This design comes from an exercise in tuning for small area, a short achievable clock period and few clock cycles per item on the open sky130 flow, not from production work. Function was checked by simulation only, so behaviour that the tests miss may differ from the original. Power and IR drop assume default switching activity.

==> flow/design.v (outline; a module is shown in full before it is edited, if it fits) <==
// module part4_mac: 1433 lines
module part4_mac(clk, reset, a, b, f, valid_in, valid_out);
  // ...
==> flow/flow/run.sh <==
#!/bin/bash
# The standard layout, with two changes:
#  - one extra step between synthesis and floorplan: flow/bubble.py removes
#    the inverters that Yosys's full-adder extraction leaves around full
#    adders (a full adder is self-dual, so it can work on complemented inputs
#    and give complemented outputs instead). Registers and the logic
#    function are unchanged.
#  - the I/O ports are buffered with buf_2 cells instead of the default
#    delay-buffer cells.
set -uo pipefail
R=$PWD/orfs/results/sky130hd/part4_mac/base
P='BUFFER_PORTS_ARGS=-buffer_cell sky130_fd_sc_hd__buf_2'
bash standard.sh "$P" synth > synth.log 2>&1 || exit 1
cp "$R/1_2_yosys.v" 1_2_yosys_standard.v
python3 flow/bubble.py 1_2_yosys_standard.v "$R/1_2_yosys.v" > bubble.log 2>&1 || exit 1
touch "$R/1_2_yosys.v"
bash standard.sh "$P" finish > standard.log 2>&1
==> flow/flow/bubble.py <==
#!/usr/bin/env python3
"""Remove inverters around full-adder cells in a flat Yosys netlist.

A full adder is self-dual: FA(~a, ~b, ~c) = (~sum, ~cout). Yosys's full-adder
extraction often builds adders whose inputs and outputs all go through
inverters. This pass removes every inverter that does not drive a port,
chooses for each full adder whether it works on true or complemented
signals so that as few signals as possible are needed in both polarities,
and puts back one inverter per signal that is still needed inverted.
The logic function of every register input and output port is unchanged.

usage: bubble.py netlist.v [out.v]
"""
import re
import sys
from collections import defaultdict

OUT_PINS = {'X', 'Y', 'Q', 'Q_N', 'SUM', 'COUT', 'HI', 'LO'}
src = open(sys.argv[1]).read()
dst = sys.argv[2] if len(sys.argv) > 2 else sys.argv[1]

m = re.search(r'^\s*module\s+(\S+)\s*\((.*?)\);', src, re.S | re.M)
top = m.group(1)
# port bit names
ports = set()
for d, rng, names in re.findall(r'^\s*(input|output|inout)\s*(\[\d+:\d+\])?\s*([^;]+);', src, re.M):
    for n in names.split(','):
        n = n.strip()
        if rng:
            hi, lo = map(int, rng[1:-1].split(':'))
            for i in range(min(hi, lo), max(hi, lo) + 1):
                ports.add(f'{n}[{i}]')
        else:
            ports.add(n)

inst_re = re.compile(r'^\s*(sky130_fd_sc_hd__\w+)\s+(\S+)\s*\((.*?)\);\s*$', re.S | re.M)
pin_re = re.compile(r'\.(\w+)\((.*?)\)\s*(?:,|$)', re.S)


raw = {}


def norm(net):
    r = net.strip()
    net = r
    if net.startswith('\\'):
        net = net[1:].strip()
    raw.setdefault(net, r + (' ' if r.startswith('\\') else ''))
    return net


def vname(net):
    """net name as written in Verilog"""
    if net in raw:
        return raw[net]
    if re.fullmatch(r'[A-Za-z_][A-Za-z0-9_$]*(\[\d+\])?', net):
        return net
    if re.fullmatch(r'.*\[\d+\]', net):
        b, i = re.fullmatch(r'(.*)(\[\d+\])', net).groups()
        if re.fullmatch(r'[A-Za-z_][A-Za-z0-9_$]*', b):
            return net
        return '\\' + b + ' ' + i
    return '\\' + net + ' '


insts = []
for mm in inst_re.finditer(src):
    typ, name, body = mm.groups()
    pins = [(p, norm(n)) for p, n in pin_re.findall(body)]
    insts.append({'type': typ, 'name': name, 'pins': pins, 'span': mm.span()})

driver = {}
for k, it in enumerate(insts):
    for p, n in it['pins']:
        if p in OUT_PINS:
            driver[n] = (k, p)


def is_inv(it):
    return re.match(r'sky130_fd_sc_hd__(clk)?inv_\d+$', it['type']) is not None


def is_fa(it):
    return re.match(r'sky130_fd_sc_hd__fa_\d+$', it['type']) is not None


def pin(it, p):
    for q, n in it['pins']:
        if q == p:
            return n
    return None


removable = set()
for k, it in enumerate(insts):
    if is_inv(it) and pin(it, 'Y') not in ports and pin(it, 'A') is not None:
        removable.add(k)

memo = {}


def base(net):
    """(base net, polarity) of a net, looking through removable inverters"""
    if net in memo:
        return memo[net]
    d = driver.get(net)
    if d is not None and d[0] in removable:
        b, p = base(pin(insts[d[0]], 'A'))
        r = (b, p ^ 1)
    else:
        r = (net, 0)
    memo[net] = r
    return r


fas = [k for k, it in enumerate(insts) if is_fa(it)]
flippable = set()
for k in fas:
    outs = [pin(insts[k], 'SUM'), pin(insts[k], 'COUT')]
    if not any(o in ports for o in outs if o):
        flippable.add(k)

flip = defaultdict(int)
phys = defaultdict(int)
cnt = defaultdict(lambda: [0, 0])
demands = []          # (inst, pin, base, pol)
by_inst = defaultdict(list)
for k, it in enumerate(insts):
    if k in removable:
        continue
    for p, n in it['pins']:
        if p in OUT_PINS or n == '' or "'" in n:
            continue
        b, pol = base(n)
        demands.append([k, p, b, pol])
        by_inst[k].append(len(demands) - 1)
        cnt[b][pol] += 1


def needs(b):
    return 1 if cnt[b][phys[b] ^ 1] > 0 else 0


before = sum(needs(b) for b in list(cnt))
changed = True
passes = 0
while changed and passes < 50:
    changed = False
    passes += 1
    for k in fas:
        if k not in flippable:
            continue
        it = insts[k]
        outs = [o for o in (pin(it, 'SUM'), pin(it, 'COUT')) if o]
        aff = set(demands[i][2] for i in by_inst[k]) | set(outs)
        old = sum(needs(b) for b in aff)
        for i in by_inst[k]:
            d = demands[i]
            cnt[d[2]][d[3]] -= 1
            d[3] ^= 1
            cnt[d[2]][d[3]] += 1
        for o in outs:
            phys[o] ^= 1
        new = sum(needs(b) for b in aff)
        if new < old:
            flip[k] ^= 1
            changed = True
        else:   # undo
            for i in by_inst[k]:
                d = demands[i]
                cnt[d[2]][d[3]] -= 1
                d[3] ^= 1
                cnt[d[2]][d[3]] += 1
            for o in outs:
                phys[o] ^= 1
after = sum(needs(b) for b in list(cnt))

# rebuild
invnet = {}
newinst = []
newwires = []
conn = {}
for k, p, b, pol in demands:
    if pol == phys[b]:
        conn[(k, p)] = b
    else:
        if b not in invnet:
            j = len(invnet)
            invnet[b] = f'bbl_n{j}'
            newwires.append(f'bbl_n{j}')
            newinst.append(f'  sky130_fd_sc_hd__inv_1 bbl_i{j} (\n    .A({vname(b)}),\n    .Y(bbl_n{j})\n  );\n')
        conn[(k, p)] = invnet[b]

out = []
pos = 0
for k, it in enumerate(insts):
    s, e = it['span']
    out.append(src[pos:s])
    pos = e
    if k in removable:
        continue
    lines = [f'  {it["type"]} {it["name"]} (']
    pl = []
    for p, n in it['pins']:
        n2 = conn.get((k, p), n)
        pl.append(f'    .{p}({vname(n2) if n2 else ""})')
    lines.append(',\n'.join(pl))
    lines.append('  );')
    out.append('\n'.join(lines))
rest = src[pos:]
i = rest.rfind('endmodule')
out.append(rest[:i] + ''.join(newinst) + rest[i:])
text = ''.join(out)
# declare the new wires after the module header
hdr_end = m.end()
decl = ''.join(f'  wire {w};\n' for w in newwires)
text = text[:hdr_end] + '\n' + decl + text[hdr_end:]
open(dst, 'w').write(text)
print(f'bubble: {len(removable)} inverters removed, {len(invnet)} added '
      f'({before} -> {after} by count), {sum(flip.values())} of {len(fas)} full adders flipped',
      file=sys.stderr)
==> flow/standard.sh <==
#!/bin/bash
# synth_recipe.tcl (not shown) runs the flow's synth.tcl, then flattens the netlist and writes it again
# the make line also repeats each setting of config.mk as NAME=value (left out here)
make -C /OpenROAD-flow-scripts/flow DESIGN_CONFIG=/design/flow/config.mk WORK_HOME=/design/flow/orfs CLKGATE_MAP_FILE= SYNTH_SCRIPT=/design/flow/synth_recipe.tcl "${@:-finish}"
==> flow/config.mk <==
export PLATFORM = sky130hd
export DESIGN_NAME = part4_mac
export DESIGN_NICKNAME = part4_mac
export VERILOG_FILES = /design/flow/design.v
export SDC_FILE = /design/flow/constraint.sdc
export NUM_CORES = 4
export LEC_CHECK = 0
export CAP_MARGIN = 20
export CORE_MARGIN = 2
export CORE_UTILIZATION = 65
export CTS_BUF_LIST = sky130_fd_sc_hd__clkbuf_4 sky130_fd_sc_hd__clkbuf_8
export GPL_ROUTABILITY_DRIVEN = 0
export PLACE_DENSITY = 0.75
export SETUP_SLACK_MARGIN = 3.0
export SLEW_MARGIN = 20
export TNS_END_PERCENT = 10
==> flow/constraint.sdc <==
create_clock -name core_clock -period 6.0 [get_ports {clk}]
set_input_delay 1.2000 -clock core_clock [delete_from_list [all_inputs] [get_ports {clk}]]
set_output_delay 1.2000 -clock core_clock [all_outputs]
set_load 0.01 [all_outputs]
==> results.toml, run 1 <==
[final_layout]
buf_share = 0.0457
stdcell_count = 1024
final-clk-cell-share = 0.0486
largest_register_ffs = 28
fill_cells = 855
area.growth.synth_to_final_pct = 14.1
multi_input_area_share = 0.595

[sta]
timing.slew.headroom = 0.407
layout_min_cycle_time_ns = 3.17
setup_viol = 0

[global_route]
first_global_vias = 6250
grt_start_max_net_pins = 17

[pwr]
p_per_area_nw_per_um2 = 607
clock_power_uw = 858
seq_power_share = 0.234

[clock_tree]
ctsLongestPathBuffers = 2
hold_buffers = 0

[min_path]
min-delay-start = "sgn[0]"
worstHoldPathType = "reg2reg"

[critical_path]
cp-endpoint = "ovp"
path_class = "reg2reg"
path_cells = "buf_4, buf_6, a21o_1, fa_1, ha_2, nand2_1, nor3_2, nand2_1, o211ai_1, nor3_2, xor2_1, buf_4, nor4_1"

[routing]
dr_wl_met2_um = 9400
drtPass1Iterations = 8

[outcome]
outcome = "complete, no violations"

[die]
initial_utilization = 0.661
die_w_um = 117

[run]
maxCapViolations = 0
Testbench counts, summed over its fixed seeds: cycles 4,824, items 4,800.
==> inputs of run 2 (changes only) <==
--- a/flow/config.mk
+++ b/flow/config.mk
@@ -11,6 +11,6 @@
 export CTS_BUF_LIST = sky130_fd_sc_hd__clkbuf_4 sky130_fd_sc_hd__clkbuf_8
 export GPL_ROUTABILITY_DRIVEN = 0
 export PLACE_DENSITY = 0.75
-export SETUP_SLACK_MARGIN = 3.0
+export SETUP_SLACK_MARGIN = 3.2
 export SLEW_MARGIN = 20
 export TNS_END_PERCENT = 10
==> run 2 against run 1 <==
  * Global-route usage shrank 1.4 points
  * Register-to-register slack lost 0.11 ns
  * Clock skew shrank 0.00095 ns
  * Synthesized cell count is the same
  * Clock power shrank 18%
  * Non-clock buffer count is the same
  * Still clean on timing, DRC and antenna
==> results.toml, run 2 <==
[die]
initial_utilization = 0.661
pin_count = 60
rows = 41
fp.dieH_um = 117
die_area_um2 = 13700
coreArea_um2 = 12600
die_w_um = 117

[routing]
routedWlPerCell_um = 19.3
drt_iter0_markers = 733
drtPass1Iterations = 6
wl_um = 19800
vias_per_cell = 6.11
post-route-drc-count = 0
postRouteAntennaNets = 0
num_vias = 6241

[critical_path]
r2r_setup_slack_ns = 2.72
path_class = "reg2reg"
reg2regPathDepth = 14
cp_num_buf_inv = 3
crit_path_max_fanout = 10
end_kind = "flip-flop"
startpoint_type = "flip-flop"
path_delay_family = "adder cells"
slowest_delay_ns = 0.41
required_ns = 6.36
crit_slowest_cell = "fa_2"
path_cells = "buf_6, a21o_1, fa_2, ha_2, fa_2, a21oi_4, nor3b_4, o211ai_1, buf_4, o211ai_1, nor3_2, xor2_1, buf_4, xnor2_1"
critPathArrivalTime_ns = 3.64
r2r-end = "raw[27]"
r2r-start = "ovp"

[clock_tree]
cts_tree = "done"
insertion_delay_ns = 0.45
htreeDepth = 4
path_clk_slew_ns = 0.07
ctsLongestPathBuffers = 2
clock-sinks = 126
root_buffer = "clkbuf_8"
numCtsBuffers = 17

[logic_synthesis]
netlist_area_um2 = 8300
ys_warn_count = 1
synth_nets = 960
syn_avg_cell_area_um2 = 10.4
syn_inst = 801

[final_layout]
largest_register_ffs = 28
top_register = "raw"
fill_cells = 872
area.growth.synth_to_final_pct = 12.8
drive_gt1_frac = 0.195
fin_nets = 999
num_antenna_cells = 0
largestRegisters = "raw x28, a_r x14"
final_cell_mix = "dfxtp_1, a22oi_1, fa_1"
final_common_cell = "dfxtp_1"

[min_path]
min_path_cells = 0
min-delay-start = "sgn[0]"
hold_end = "sgn[1]"
worstHoldPathType = "reg2reg"

[global_route]
grt_overflow_total = 0
antenna_found_initial = 0
grt_first_pass_wirelength_um = 30700
grt_use_total = 0.299
first_global_vias = 6108
grt_start_max_net_pins = 22

[sta]
skew_ns = 0.00983
period_share = 0.546
timing.slew.headroom = 0.416
whs_ns = 0.337
fmax_mhz = 305
tightest_slew_ns = 0.874
tns_ns = 0
setup_viol = 0
final_max_slew_viol_count = 0
rsz0062_at_grt = "true"
layout_min_cycle_time_ns = 3.28
finalHoldViolCount = 0

[pwr]
p_int_uw = 3040
p_clk_frac = 0.129
pwr-share-comb = 0.624
seq_power_share = 0.248
leakage_uw = 0.00396
p_per_area_nw_per_um2 = 585
swShare = 0.444
ir_worst_vdd_uv = 292
p_sw_uw = 2430

[outcome]
outcome = "complete, no violations"

[placed_design]
portBuffers = 59
hpwl_um = 13800

[run]
maxCapViolations = 0
run 2: layer usage:
metal  vias up  GRT usage  routed length [um]
met5         -          0                   0
met4         0      0.111                 409
met3        54     0.0747                1880
met2       387      0.460                9270
met1      3002      0.413                8200
li1       2798          -                   -
run 2: worst reg2reg max path, stage by stage (launching register included):
cell	delay (ns)
dfxtp_4	0.38
buf_6	0.16
a21o_1	0.20
fa_2	0.34
ha_2	0.21
fa_2	0.41
a21oi_4	0.21
nor3b_4	0.07
o211ai_1	0.18
buf_4	0.16
o211ai_1	0.14
nor3_2	0.24
xor2_1	0.18
buf_4	0.18
xnor2_1	0.15
run 2: power groups by stage:
stage | combinational (uW) | sequential (uW) | clock (uW)
3_3_place_gp | 2970 | 1360 | 0
4_1_cts | 3210 | 1360 | 718
2_1_floorplan | 2450 | 1260 | 0
5_1_grt | 3740 | 1380 | 760
6_report | 3420 | 1360 | 705
3_5_place_dp | 3100 | 1370 | 0
run 2: per-stage QoR:
stage | utilization | instances | total power (uW) | cell area (um2) | setup WS, ns
floorplan | - | 801 | 3710 | 8520 | 2.94
global placement | 0.694 | 982 | 4340 | 8720 | 2.49
detailed placement | 0.694 | 982 | 4470 | 8720 | 2.42
CTS | 0.737 | 1016 | 5280 | 9260 | 2.87
global route | 0.745 | 1022 | 5880 | 9370 | 2.67
finish | 0.745 | 1022 | 5480 | 9370 | 2.72
run 2: cell type report:
class	count	area (um2)	share of cell area
clock inverters	7	90.1	0.00962
flip-flops and latches	126	2560	0.273
clock buffers	22	284	0.0303
inverters	38	143	0.0152
repair buffers	73	445	0.0476
multi-input cells	584	5630	0.601
well taps	172	215	0.0230
run 2: worst max path at each step:
| stage | to | slack [ns] | cells after the start | startpoint |
|---|---|---|---|---|
| global route | raw[27] | 2.67 | 13 | ovp |
| global placement | raw[23] | 2.49 | 10 | ovp |
| floorplan | raw[24] | 2.94 | 12 | keep |
| finish | raw[27] | 2.72 | 14 | ovp |
| detailed placement | keep | 2.42 | 11 | ovp |
| CTS | keep | 2.87 | 12 | keep |
run 2: timing repair:
item | in CTS | in global routing
hold buffers | 0 | 0
buffers inserted | 4 | 6
gates resized for setup | 42 | 14
pin swaps | 9 | 12
gates cloned | 1 | 0
setup endpoints to repair | 71 | 38
==> inputs of run 3 (changes only) <==
--- a/flow/config.mk
+++ b/flow/config.mk
@@ -7,10 +7,10 @@
 export LEC_CHECK = 0
 export CAP_MARGIN = 20
 export CORE_MARGIN = 2
-export CORE_UTILIZATION = 65
+export CORE_UTILIZATION = 70
 export CTS_BUF_LIST = sky130_fd_sc_hd__clkbuf_4 sky130_fd_sc_hd__clkbuf_8
 export GPL_ROUTABILITY_DRIVEN = 0
 export PLACE_DENSITY = 0.75
-export SETUP_SLACK_MARGIN = 3.2
+export SETUP_SLACK_MARGIN = 3.1
 export SLEW_MARGIN = 20
 export TNS_END_PERCENT = 10
==> run 3 against run 2 <==
  * Maximum frequency grew 1.5%
  * Critical endpoint is now keep
  * Die area shrank 6.9%
  * Sequential power is essentially flat
  * First-iteration DRC count shrank 20%
  * Still clean on timing, DRC and antenna
  * Largest cell class unchanged
==> results.toml, run 3 <==
[outcome]
outcome = "complete, no violations"

[critical_path]
required_ns = 6.33
crit_path_max_fanout = 14
startpoint_type = "flip-flop"
end_kind = "flip-flop"
critPathArrivalTime_ns = 3.56
path_class = "reg2reg"

[sta]
fmax_mhz = 310
tightest_slew_ns = 0.873
timing.slew.headroom = 0.417
skew_ns = 0.0132
setup_viol = 0
rsz0062_at_grt = "true"
finalHoldViolCount = 0
tns_ns = 0
layout_min_cycle_time_ns = 3.23
timing.final.ws_setup_ns = 2.77
final_max_slew_viol_count = 0
period_share = 0.538

[routing]
drtPass1Iterations = 19
drt_iter0_markers = 586
vias_per_cell = 6.20
routedWlPerCell_um = 19.3
num_vias = 6241
postRouteAntennaNets = 0
post-route-drc-count = 0
wl_um = 19400

[final_layout]
final_common_cell = "dfxtp_1"
final_cell_mix = "dfxtp_1, a22oi_1, fa_1"
fin_nets = 1011
fill_cells = 703
num_antenna_cells = 0
area.growth.synth_to_final_pct = 13.2
largestRegisters = "raw x28, a_r x14"
largest_register_ffs = 28
top_register = "raw"
drive_gt1_frac = 0.205

[logic_synthesis]
netlist_area_um2 = 8300
syn_inst = 801
ys_warn_count = 1
syn_avg_cell_area_um2 = 10.4
synth_nets = 960

[die]
coreArea_um2 = 11500
initial_utilization = 0.721
die_area_um2 = 12700
pin_count = 60
die_w_um = 113
rows = 39
fp.dieH_um = 113

[clock_tree]
path_clk_slew_ns = 0.07
cts_tree = "done"
ctsLongestPathBuffers = 2
clock-sinks = 126
numCtsBuffers = 17
hold_buffers = 0
insertion_delay_ns = 0.44
htreeDepth = 4
root_buffer = "clkbuf_8"

[run]
maxCapViolations = 0

[global_route]
antenna_found_initial = 0
grt_start_max_net_pins = 28
first_global_vias = 6169
grt_first_pass_wirelength_um = 31100
grt_use_total = 0.314
grt_overflow_total = 0

[placed_design]
portBuffers = 59
hpwl_um = 13600
place_ws_ns = 2.55

[pwr]
leakage_uw = 0.00400
p_per_area_nw_per_um2 = 563
ir_worst_vdd_uv = 254

[min_path]
worstHoldPathType = "reg2reg"
[run 3: cell count changes in the layout (fill, tap and decap cells not counted), sizes merged]
cell and delta:
bufinv -2, buf +12, clkinv +1, bufbuf -1, clkbuf +4
[run 3: critical path, stage by stage, from the launching register on]
cell	delay [ns]
dfxtp_2	0.35
buf_12	0.15
a21o_1	0.19
fa_1	0.56
ha_4	0.22
and2_1	0.14
a221o_1	0.35
o211ai_1	0.32
o211ai_1	0.17
nor3_1	0.19
xor2_1	0.11
buf_4	0.16
o21ba_2	0.19
[run 3: final timing paths]
path	startpoint	endpoint	slack, ns	depth (start not counted)
max	keep	keep	2.77	12
min	sgn[0]	sgn[1]	0.34	0
max reg2reg	keep	keep	2.77	12
min reg2reg	sgn[0]	sgn[1]	0.34	0
[run 3: metrics by stage]
stage                      util  cell area, um2  std cells  hold WS, ns  power (uW)
after global placement    0.753            8670        952        0.311        4280
after CTS                 0.792            9130        986        0.339        5180
after detailed placement  0.753            8670        952        0.315        4430
final                     0.816            9400       1007        0.336        5290
after floorplan               -            8490        801        0.310        3710
after global routing      0.816            9400       1007        0.356        5740
[run 3: layout make-up]
class | instances | area [um2] | share of cell area
clock buffers | 25 | 319 | 0.0340
clock inverters | 6 | 35.0 | 0.00373
well taps | 143 | 179 | 0.0190
flip-flops and latches | 126 | 2630 | 0.280
repair buffers | 85 | 533 | 0.0567
inverters | 38 | 143 | 0.0152
multi-input cells | 584 | 5560 | 0.592
[run 3: metal layers]
metal	vias to the layer above	GRT usage	part of all wire
met5	-	0	0
met4	0	0.107	0.029
met3	62	0.0755	0.099
met2	359	0.487	0.46
met1	2995	0.440	0.41
li1	2825	-	-
[run 3: report_power, final]
group          leakage, uW  switching [uW]  internal, uW  total (uW)
sequential         0.00107             181          1150        1330
clock             0.000185             326           343         669
combinational      0.00274            1840          1460        3290
total              0.00400            2340          2950        5290
[run 3: what timing repair did]
item | CTS | global route
buffers inserted | 3 | 20
cloned | 0 | 1
gates resized for setup | 36 | 38
pin swaps | 8 | 1
setup endpoints to repair | 37 | 34
==> inputs of run 4 (changes only) <==
--- a/flow/config.mk
+++ b/flow/config.mk
@@ -7,7 +7,7 @@
 export LEC_CHECK = 0
 export CAP_MARGIN = 20
 export CORE_MARGIN = 2
-export CORE_UTILIZATION = 70
+export CORE_UTILIZATION = 60
 export CTS_BUF_LIST = sky130_fd_sc_hd__clkbuf_4 sky130_fd_sc_hd__clkbuf_8
 export GPL_ROUTABILITY_DRIVEN = 0
 export PLACE_DENSITY = 0.75
==> run 4 against run 3 <==
  * Power up 9.6%
  * Die area increased by 16%
  * Global-route usage is 3.2 points lower
  * Wire length increased by 2.7%
  * Via count down 0.26%
  * Count of clock-buffer cells in the layout shrank 7
  * Utilization fell by 10 points
  * Combinational power rose by 12%
  * Sequential power about the same
==> results.toml, run 4 <==
[outcome]
outcome = "complete, no violations"

[global_route]
grt_start_max_net_pins = 17
grt_overflow_total = 0
first_global_vias = 6213
antenna_found_initial = 0
grt_first_pass_wirelength_um = 32000
grt_use_total = 0.282

[routing]
drt_iter0_markers = 803
routedWlPerCell_um = 19.3
vias_per_cell = 6.02
postRouteAntennaNets = 0
post-route-drc-count = 0
wl_um = 20000
num_vias = 6225
drtPass1Iterations = 8

[die]
coreArea_um2 = 13400
die_w_um = 122
die_area_um2 = 14800
initial_utilization = 0.620
fp.dieH_um = 122
pin_count = 60
rows = 42

[final_layout]
fin_nets = 1004
fill_cells = 988
top_register = "raw"
largest_register_ffs = 28
num_antenna_cells = 0
final_common_cell = "dfxtp_1"
multiInputGateArea_um2 = 5720
final_util = 0.713
final_cell_mix = "dfxtp_1, a22oi_1, fa_1"
drive_gt1_frac = 0.214
largestRegisters = "raw x28, a_r x14"
area.growth.synth_to_final_pct = 15.1
seq_area_um2 = 2560

[sta]
tns_ns = 0
skew_ns = 0.0113
timing.slew.headroom = 0.407
tightest_slew_ns = 0.888
rsz0062_at_grt = "true"
final_max_slew_viol_count = 0
fmax_mhz = 309
period_share = 0.540
setup_viol = 0
layout_min_cycle_time_ns = 3.24
finalHoldViolCount = 0

[clock_tree]
clock-sinks = 126
hold_buffers = 0
numCtsBuffers = 17
cts_tree = "done"
htreeDepth = 4
insertion_delay_ns = 0.46
path_clk_slew_ns = 0.08
root_buffer = "clkbuf_8"
ctsLongestPathBuffers = 2

[critical_path]
r2r_setup_slack_ns = 2.76
end_kind = "flip-flop"
path_class = "reg2reg"
startpoint_type = "flip-flop"
required_ns = 6.34
critPathArrivalTime_ns = 3.58
crit_path_max_fanout = 7

[pwr]
p_per_area_nw_per_um2 = 606
ir_worst_vdd_uv = 307
leakage_uw = 0.00399

[logic_synthesis]
syn_avg_cell_area_um2 = 10.4
ys_warn_count = 1
synth_nets = 960
syn_inst = 801
netlist_area_um2 = 8300

[min_path]
worstHoldPathType = "reg2reg"

[run]
maxCapViolations = 0

[placed_design]
portBuffers = 59
hpwl_um = 13900
run 4: metrics by stage:
step,hold WS [ns],setup slack (ns),area (um2),cells,power (uW)
after floorplan,0.310,2.94,8490,801,3710
after global placement,0.319,2.51,8710,985,4290
after detailed placement,0.321,2.39,8710,985,4430
after CTS,0.340,2.85,9450,1030,5500
after global routing,0.347,2.69,9560,1034,6230
final,0.347,2.76,9560,1034,5800
run 4: layout make-up:
class                           instances  share of cell area
Multi-Input combinational cell        584               0.599
Clock inverter                         14              0.0166
Inverter                               38              0.0149
Clock buffer                           18              0.0259
Tap cell                              176              0.0230
Sequential cell                       126               0.268
Timing Repair Buffer                   78              0.0530
run 4: worst max-delay path, cell delays in order, from the launching register on:
cell	delay [ns]
dfxtp_4	0.38
buf_8	0.14
a21o_1	0.18
fa_1	0.55
ha_4	0.23
and2_4	0.14
a221o_1	0.33
o211ai_1	0.34
o211ai_1	0.21
nor3_2	0.22
xor2_2	0.27
xnor2_1	0.13
run 4: timing repair:
action	in CTS	in global routing
gates resized for setup	52	21
pin swaps	16	10
setup endpoints to repair	53	34
setup buffers	11	4
cloned	2	0
run 4: report_power, final:
group          internal [uW]  total, uW  switching, uW
logic                   1720       3700           1980
clock network            386        755            369
registers               1150       1350            195
run 4: per-layer routing:
layer	track usage	vias to the layer above	routed length [um]
met5	0	-	0
met4	0.110	0	635
met3	0.0707	67	1700
met2	0.445	352	9240
met1	0.375	2995	8380
li1	-	2811	-
run 4: final timing paths:
path          start       to  cells past startpoint
max reg2reg     ovp  raw[27]                     11
min          sgn[0]   sgn[1]                      0
max             ovp  raw[27]                     11
min reg2reg  sgn[0]   sgn[1]                      0
==> inputs of run 5 (changes only) <==
--- a/flow/config.mk
+++ b/flow/config.mk
@@ -7,10 +7,10 @@
 export LEC_CHECK = 0
 export CAP_MARGIN = 20
 export CORE_MARGIN = 2
-export CORE_UTILIZATION = 60
+export CORE_UTILIZATION = 65
 export CTS_BUF_LIST = sky130_fd_sc_hd__clkbuf_4 sky130_fd_sc_hd__clkbuf_8
 export GPL_ROUTABILITY_DRIVEN = 0
 export PLACE_DENSITY = 0.75
 export SETUP_SLACK_MARGIN = 3.1
 export SLEW_MARGIN = 20
-export TNS_END_PERCENT = 10
+export TNS_END_PERCENT = 3
==> run 5 against run 4 <==
  * Still clean on timing, DRC and antenna
  * Register-to-register slack better by 0.04 ns
  * Critical endpoint unchanged
  * Clock skew hardly changed
  * Sequential power hardly changed
  * Worst hold slack got worse by 0.017 ns
  * Utilization is 3.7 points higher
  * First-iteration DRC count fell by 12%
==> results.toml, run 5 <==
[outcome]
outcome = "complete, no violations"

[routing]
routedWlPerCell_um = 19.7
drtPass1Iterations = 5
post-route-drc-count = 0
vias_per_cell = 5.99
num_vias = 6113
drt_iter0_markers = 710
postRouteAntennaNets = 0
wl_um = 20100

[die]
rows = 41
die_area_um2 = 13700
coreArea_um2 = 12600
die_w_um = 117
fp.dieH_um = 117
initial_utilization = 0.661
pin_count = 60

[sta]
setup_viol = 0
layout_min_cycle_time_ns = 3.19
finalHoldViolCount = 0
tightest_slew_ns = 0.882
skew_ns = 0.0116
final_max_slew_viol_count = 0
rsz0062_at_grt = "true"
whs_ns = 0.329
period_share = 0.532
timing.slew.headroom = 0.411
fmax_mhz = 313
tns_ns = 0

[final_layout]
top_register = "raw"
drive_gt1_frac = 0.195
fin_nets = 995
area.growth.synth_to_final_pct = 13.5
largestRegisters = "raw x28, a_r x14"
largest_register_ffs = 28
num_antenna_cells = 0
final_common_cell = "dfxtp_1"
final_cell_mix = "dfxtp_1, a22oi_1, fa_1"

[critical_path]
r2r-end = "raw[27]"
r2r-start = "keep"
r2r_setup_slack_ns = 2.81
path_class = "reg2reg"
crit_path_max_fanout = 13
required_ns = 6.37
end_kind = "flip-flop"
reg2regPathDepth = 13
startpoint_type = "flip-flop"
critPathArrivalTime_ns = 3.56

[clock_tree]
hold_buffers = 0
cts_tree = "done"
root_buffer = "clkbuf_8"
clock-sinks = 126
path_clk_slew_ns = 0.08
numCtsBuffers = 17
insertion_delay_ns = 0.46
htreeDepth = 4
ctsLongestPathBuffers = 2

[run]
maxCapViolations = 0

[global_route]
grt_start_max_net_pins = 17
grt_overflow_total = 0
antenna_found_initial = 0
grt_use_total = 0.312
grt_first_pass_wirelength_um = 32100
first_global_vias = 6233

[placed_design]
hpwl_um = 13800
portBuffers = 59

[pwr]
leakage_uw = 0.00394
p_per_area_nw_per_um2 = 601
ir_worst_vdd_uv = 272

[min_path]
min-delay-start = "sgn[0]"
worstHoldPathType = "reg2reg"
min_path_cells = 0
hold_end = "sgn[1]"

[logic_synthesis]
ys_warn_count = 1
syn_inst = 801
syn_avg_cell_area_um2 = 10.4
synth_nets = 960
netlist_area_um2 = 8300
==> run 5: repair_timing <==
action / in CTS / in global routing
pin swaps: 11 / 6
cloned: 0 / 0
gates resized for setup: 57 / 9
setup buffers: 9 / 1
setup endpoints to repair: 68 / 29
==> run 5: layer usage <==
metal | vias up | global-route usage | wire length (um)
met3 | 54 | 0.0824 | 1540
met5 | - | 0 | 0
met4 | 0 | 0.103 | 493
met1 | 2941 | 0.432 | 8730
li1 | 2796 | - | -
met2 | 322 | 0.482 | 9300
==> run 5: worst max-delay path by stage <==
stage / start / end / slack (ns) / cells past startpoint
finish: keep / raw[27] / 2.81 / 13
global route: keep / ovp / 2.65 / 13
CTS: ovp / raw[24] / 2.91 / 11
detailed placement: keep / raw[27] / 2.30 / 10
global placement: keep / raw[27] / 2.40 / 10
floorplan: keep / raw[24] / 2.94 / 12
==> run 5: power by group <==
group	switching (uW)	leakage, uW	internal, uW
logic	1910	0.00265	1550
clock network	353	0.000222	506
registers	197	0.00107	1150
==> run 5: critical path, stage by stage, from the launching register on <==
cell,delay [ns]
dfxtp_4,0.36
buf_4,0.13
buf_6,0.14
a21o_1,0.19
fa_1,0.49
ha_2,0.31
a21oi_1,0.21
o21ai_0,0.16
a32oi_1,0.31
a21oi_1,0.14
nor3_2,0.20
xor2_1,0.17
buf_4,0.15
xnor2_1,0.14
==> run 5: per-stage QoR <==
stage	setup slack, ns	instance area, um2	std cells	util	power, uW
after global routing	2.65	9430	1020	0.750	6070
final	2.81	9430	1020	0.750	5660
after floorplan	2.94	8440	801	-	3710
after global placement	2.40	8680	979	0.691	4310
after detailed placement	2.30	8680	979	0.691	4450
after CTS	2.91	9380	1019	0.746	5480
==> run 5: cell type report <==
| cell class | instances | area, um2 |
|---|---|---|
| multi-input combinational | 584 | 5620 |
| fill | 862 | 3140 |
| sequential | 126 | 2590 |
| timing repair buffer | 69 | 403 |
| clock buffer | 18 | 248 |
| tap | 172 | 215 |
| clock inverter | 13 | 213 |
| inverter | 38 | 143 |
==> inputs of run 6 (changes only) <==
==> flow/config.mk (replaced) <==
export PLATFORM = sky130hd
export DESIGN_NAME = part4_mac
export DESIGN_NICKNAME = part4_mac
export VERILOG_FILES = /design/flow/design.v
export SDC_FILE = /design/flow/constraint.sdc
export NUM_CORES = 4
export LEC_CHECK = 0
export CAP_MARGIN = 10
export CORE_MARGIN = 2
export CORE_UTILIZATION = 65
export CTS_BUF_LIST = sky130_fd_sc_hd__clkbuf_4 sky130_fd_sc_hd__clkbuf_8
export GPL_ROUTABILITY_DRIVEN = 0
export PLACE_DENSITY = 0.75
export SETUP_SLACK_MARGIN = 3.1
export SLEW_MARGIN = 10
export TNS_END_PERCENT = 10
==> run 6 against run 5 <==
  * Maximum frequency about the same
  * Critical path type unchanged
  * Register-to-register slack about the same
  * Combinational power decreased by 6.6%
  * First-iteration DRC count increased by 7.5%
  * Die area unchanged
  * Worst setup slack about the same
  * Cell count increased by 0.39%
  * Utilization decreased by 0.70 points
  * Via count increased by 0.11%
==> results.toml, run 6 <==
[sta]
skew_ns = 0.0124
timing.slew.headroom = 0.400
period_share = 0.532
final_max_slew_viol_count = 0
rsz0062_at_grt = "true"
finalHoldViolCount = 0
setup_viol = 0
tns_ns = 0
layout_min_cycle_time_ns = 3.19
tightest_slew_ns = 0.899
fmax_mhz = 313

[final_layout]
final_cell_mix = "dfxtp_1, a22oi_1, fa_1"
drive_gt1_frac = 0.187
largestRegisters = "raw x28, a_r x14"
fin_nets = 998
final_area_um2 = 9340
num_antenna_cells = 0
area.growth.synth_to_final_pct = 12.5
fill_cells = 889
final_common_cell = "dfxtp_1"
top_register = "raw"
final_util = 0.743
largest_register_ffs = 28

[routing]
post-route-drc-count = 0
num_vias = 6120
route.met3.wl_um = 1420
postRouteAntennaNets = 0
wl_met1_um = 8590
drt_iter0_markers = 763
vias_per_cell = 5.98
drtPass1Iterations = 5
top_layer_used = "met4"
wl_um = 19700
dr_wl_met2_um = 9240
routedWlPerCell_um = 19.3

[critical_path]
path_class = "reg2reg"
end_kind = "flip-flop"
r2r_setup_slack_ns = 2.81
cp-startpoint = "ovp"
r2r-end = "keep"
crit_path_max_fanout = 14
required_ns = 6.39
reg2regPathDepth = 12
critPathArrivalTime_ns = 3.58
startpoint_type = "flip-flop"
r2r-start = "ovp"

[logic_synthesis]
ys_warn_count = 1
netlist_area_um2 = 8300
syn_inst = 801
syn_avg_cell_area_um2 = 10.4
synth_nets = 960

[outcome]
outcome = "complete, no violations"

[global_route]
grt_overflow_total = 0
grt_first_pass_wirelength_um = 31500
first_global_vias = 6126
antenna_found_initial = 0
grt_use_total = 0.306
grt_start_max_net_pins = 17

[min_path]
worstHoldPathType = "reg2reg"
min-delay-start = "sgn[0]"
min_path_cells = 0
hold_end = "sgn[1]"

[die]
pin_count = 60
coreArea_um2 = 12600
rows = 41
fp.dieH_um = 117
initial_utilization = 0.661
die_area_um2 = 13700
die_w_um = 117

[clock_tree]
htreeDepth = 4
root_buffer = "clkbuf_8"
path_clk_slew_ns = 0.07
numCtsBuffers = 17
clock-sinks = 126
cts_tree = "done"
insertion_delay_ns = 0.45
ctsLongestPathBuffers = 2

[pwr]
leakage_uw = 0.00395
total_power_uw = 5380
ir_worst_vdd_uv = 273
p_per_area_nw_per_um2 = 577

[placed_design]
place_area_um2 = 8690
portBuffers = 59
hpwl_um = 13800

[run]
maxCapViolations = 0
-- run 6: area by class of cell --
cell class	instances	area, um2	share of cell area
Clock inverter	12	160	0.0171
Clock buffer	20	275	0.0295
Timing Repair Buffer	72	429	0.0460
Multi-Input combinational cell	584	5550	0.595
Sequential cell	126	2560	0.274
Tap cell	172	215	0.0230
Inverter	38	143	0.0153
-- run 6: per-layer routing --
metal	up-vias	track usage
met5	-	0
met4	0	0.101
met3	51	0.0721
met2	318	0.487
met1	2942	0.415
li1	2809	-
-- run 6: worst max path at each step --
stage,endpoint,slack [ns],depth (start not counted)
after floorplan,raw[24],2.94,12
after global placement,keep,2.28,10
after detailed placement,ovp,2.18,10
after CTS,raw[27],2.87,12
after global routing,keep,2.72,12
final,keep,2.81,12
-- run 6: power breakdown --
| part | internal (uW) | leakage [uW] | switching, uW | total (uW) |
|---|---|---|---|---|
| clock | 446 | 0.000208 | 353 | 799 |
| combinational | 1430 | 0.00268 | 1800 | 3230 |
| sequential | 1150 | 0.00106 | 199 | 1350 |
-- run 6: repair_timing --
action,CTS,global route
gates resized for setup,37,2
setup endpoints to repair,68,32
buffers inserted,13,0
hold buffers,0,0
pin swaps,11,0
-- run 6: critical path, stage by stage (launching register included) --
cell and delay (ns):
dfxtp_4 0.38, buf_8 0.16, a21o_1 0.18, fa_1 0.37, ha_2 0.21, fa_2 0.41
a21oi_2 0.18, nor3b_2 0.08, o211ai_1 0.31, o211ai_1 0.19, nor3_2 0.22, xor2_2 0.27
o21ba_2 0.16
-- run 6: through the flow --
stage | hold slack [ns] | std cells | setup slack (ns)
after detailed placement | 0.357 | 979 | 2.18
after global routing | 0.381 | 1024 | 2.72
final | 0.376 | 1024 | 2.81
after CTS | 0.370 | 1024 | 2.87
after floorplan | 0.310 | 801 | 2.94
after global placement | 0.358 | 979 | 2.28
==> inputs of run 7 (changes only) <==
--- a/flow/config.mk
+++ b/flow/config.mk
@@ -5,12 +5,12 @@
 export SDC_FILE = /design/flow/constraint.sdc
 export NUM_CORES = 4
 export LEC_CHECK = 0
-export CAP_MARGIN = 10
+export CAP_MARGIN = 0
 export CORE_MARGIN = 2
 export CORE_UTILIZATION = 65
 export CTS_BUF_LIST = sky130_fd_sc_hd__clkbuf_4 sky130_fd_sc_hd__clkbuf_8
 export GPL_ROUTABILITY_DRIVEN = 0
 export PLACE_DENSITY = 0.75
 export SETUP_SLACK_MARGIN = 3.1
-export SLEW_MARGIN = 10
+export SLEW_MARGIN = 0
 export TNS_END_PERCENT = 10
==> run 7 against run 6 <==
  * Power stayed put
  * Synthesized area stayed put
  * Sequential cell count stayed put
  * Die area stayed put
  * Clock power hardly changed
  * Via count stayed put
  * Worst hold slack stayed put
  * Highest routed layer unchanged
  * Cell count stayed put
  * Wire length stayed put
  * Largest cell class unchanged
  * Clock skew stayed put
  * Still clean
  * Register-to-register slack hardly changed
==> results.toml, run 7 <==
[critical_path]
critPathArrivalTime_ns = 3.58
cp-startpoint = "ovp"
crit_path_max_fanout = 14
r2r_setup_slack_ns = 2.81
end_kind = "flip-flop"
r2r-end = "keep"
required_ns = 6.39
startpoint_type = "flip-flop"
reg2regPathDepth = 12
path_class = "reg2reg"
r2r-start = "ovp"

[sta]
layout_min_cycle_time_ns = 3.19
period_share = 0.532
skew_ns = 0.0124
tns_ns = 0
timing.final.ws_setup_ns = 2.81
timing.slew.headroom = 0.400
setup_viol = 0
fmax_mhz = 313
finalHoldViolCount = 0
rsz0062_at_grt = "true"
whs_ns = 0.376
final_max_slew_viol_count = 0
tightest_slew_ns = 0.899

[clock_tree]
root_buffer = "clkbuf_8"
ctsLongestPathBuffers = 2
clock-sinks = 126
cts_tree = "done"
insertion_delay_ns = 0.45
htreeDepth = 4
hold_buffers = 0
numCtsBuffers = 17
path_clk_slew_ns = 0.07

[pwr]
total_power_uw = 5380
p_per_area_nw_per_um2 = 577
leakage_uw = 0.00395
ir_worst_vdd_uv = 273

[routing]
post-route-drc-count = 0
drt_iter0_markers = 763
postRouteAntennaNets = 0
wl_um = 19700
vias_per_cell = 5.98
routedWlPerCell_um = 19.3
num_vias = 6120
drtPass1Iterations = 5

[global_route]
grt_use_total = 0.306
grt_start_max_net_pins = 17
grt_overflow_total = 0
first_global_vias = 6126
antenna_found_initial = 0
grt_first_pass_wirelength_um = 31500

[logic_synthesis]
ys_warn_count = 1
syn_avg_cell_area_um2 = 10.4
syn_inst = 801
netlist_area_um2 = 8300
synth_nets = 960

[die]
pin_count = 60
rows = 41
coreArea_um2 = 12600
fp.dieH_um = 117
die_area_um2 = 13700
die_w_um = 117
initial_utilization = 0.661

[final_layout]
area.growth.synth_to_final_pct = 12.5
final_common_cell = "dfxtp_1"
final_area_um2 = 9340
num_antenna_cells = 0
fin_nets = 998
drive_gt1_frac = 0.187
largestRegisters = "raw x28, a_r x14"
top_register = "raw"
final_cell_mix = "dfxtp_1, a22oi_1, fa_1"
largest_register_ffs = 28

[min_path]
hold_end = "sgn[1]"
min_path_cells = 0
worstHoldPathType = "reg2reg"
min-delay-start = "sgn[0]"

[run]
maxCapViolations = 0

[placed_design]
portBuffers = 59
hpwl_um = 13800
place_area_um2 = 8690
place_ws_ns = 2.18

[outcome]
outcome = "complete, no violations"
## run 7: layer usage
metal  up-vias  wire length [um]  GRT usage
met5         -                 0          0
met4         0               461      0.101
met3        51              1420     0.0721
met2       318              9240      0.487
met1      2942              8590      0.415
li1       2809                 -          -
## run 7: how the worst max path moves through the flow
stage	end	depth (start not counted)
2_1_floorplan	raw[24]	12
3_3_place_gp	keep	10
3_5_place_dp	ovp	10
4_1_cts	raw[27]	12
5_1_grt	keep	12
6_report	keep	12
## run 7: critical path: stages, from the launching register on
cell and delay, ns:
dfxtp_4 0.38, buf_8 0.16, a21o_1 0.18, fa_1 0.37, ha_2 0.21, fa_2 0.41
a21oi_2 0.18, nor3b_2 0.08, o211ai_1 0.31, o211ai_1 0.19, nor3_2 0.22, xor2_2 0.27
o21ba_2 0.16
## run 7: power by group
group          total (uW)  internal, uW  switching (uW)
sequential           1350          1150             199
combinational        3230          1430            1800
clock                 799           446             353
total                5380          3030            2360
## run 7: repair_timing
action,CTS,global route
setup buffers,13,0
pin swaps,11,0
resized for setup,37,2
endpoints found under the setup margin,68,32
## run 7: area by class of cell
class	count	area [um2]
Fill cell	889	3230
Tap cell	172	215
Multi-Input combinational cell	584	5550
Timing Repair Buffer	72	429
Clock buffer	20	275
Inverter	38	143
Sequential cell	126	2560
Clock inverter	12	160
## run 7: stage by stage
stage                      util  std cells
after floorplan               -        801
after global placement    0.692        979
after detailed placement  0.692        979
after CTS                 0.742       1024
after global routing      0.743       1024
final                     0.743       1024

[afterwards: timing with drivers on the ports]
How much do the figures lean on ideal ports? The routed layouts below were timed once more, with nothing changed but the port constraints.
Step 1 (the two cells are an assumption about what drives the block):
set clk [get_ports {clk}]
set_driving_cell -lib_cell sky130_fd_sc_hd__clkbuf_16 $clk
set_driving_cell -lib_cell sky130_fd_sc_hd__buf_2 [delete_from_list [all_inputs] $clk]
Step 2 times the ports against the registers' clock, not the clock port: input delays grow and output delays shrink by t, the midpoint of the rising clock arrivals with the driver on.
Three values: no drivers, after step 1, after step 2; two values: the first two.
run | t (ns) | setup WS [ns] | clock arrival spread, ns | slew at the worst register clock pin (ns) | pins driven straight from the clock port
run 1 | 0.489 | 2.832 / 2.832 / 2.832 | 0.011 / 0.011 | 0.08 / 0.08 | 1
run 2 | 0.482 | 2.722 / 2.722 / 2.722 | 0.010 / 0.010 | 0.07 / 0.07 | 1
run 3 | 0.472 | 2.769 / 2.769 / 2.769 | 0.013 / 0.013 | 0.08 / 0.08 | 1
run 4 | 0.492 | 2.763 / 2.763 / 2.763 | 0.011 / 0.011 | 0.08 / 0.08 | 1
run 5 | 0.490 | 2.806 / 2.806 / 2.806 | 0.013 / 0.012 | 0.08 / 0.08 | 1
run 6 | 0.479 | 2.806 / 2.806 / 2.806 | 0.015 / 0.015 | 0.08 / 0.08 | 1
run 7 | 0.479 | 2.806 / 2.806 / 2.806 | 0.015 / 0.015 | 0.08 / 0.08 | 1
After both steps every run listed still meets setup and hold.
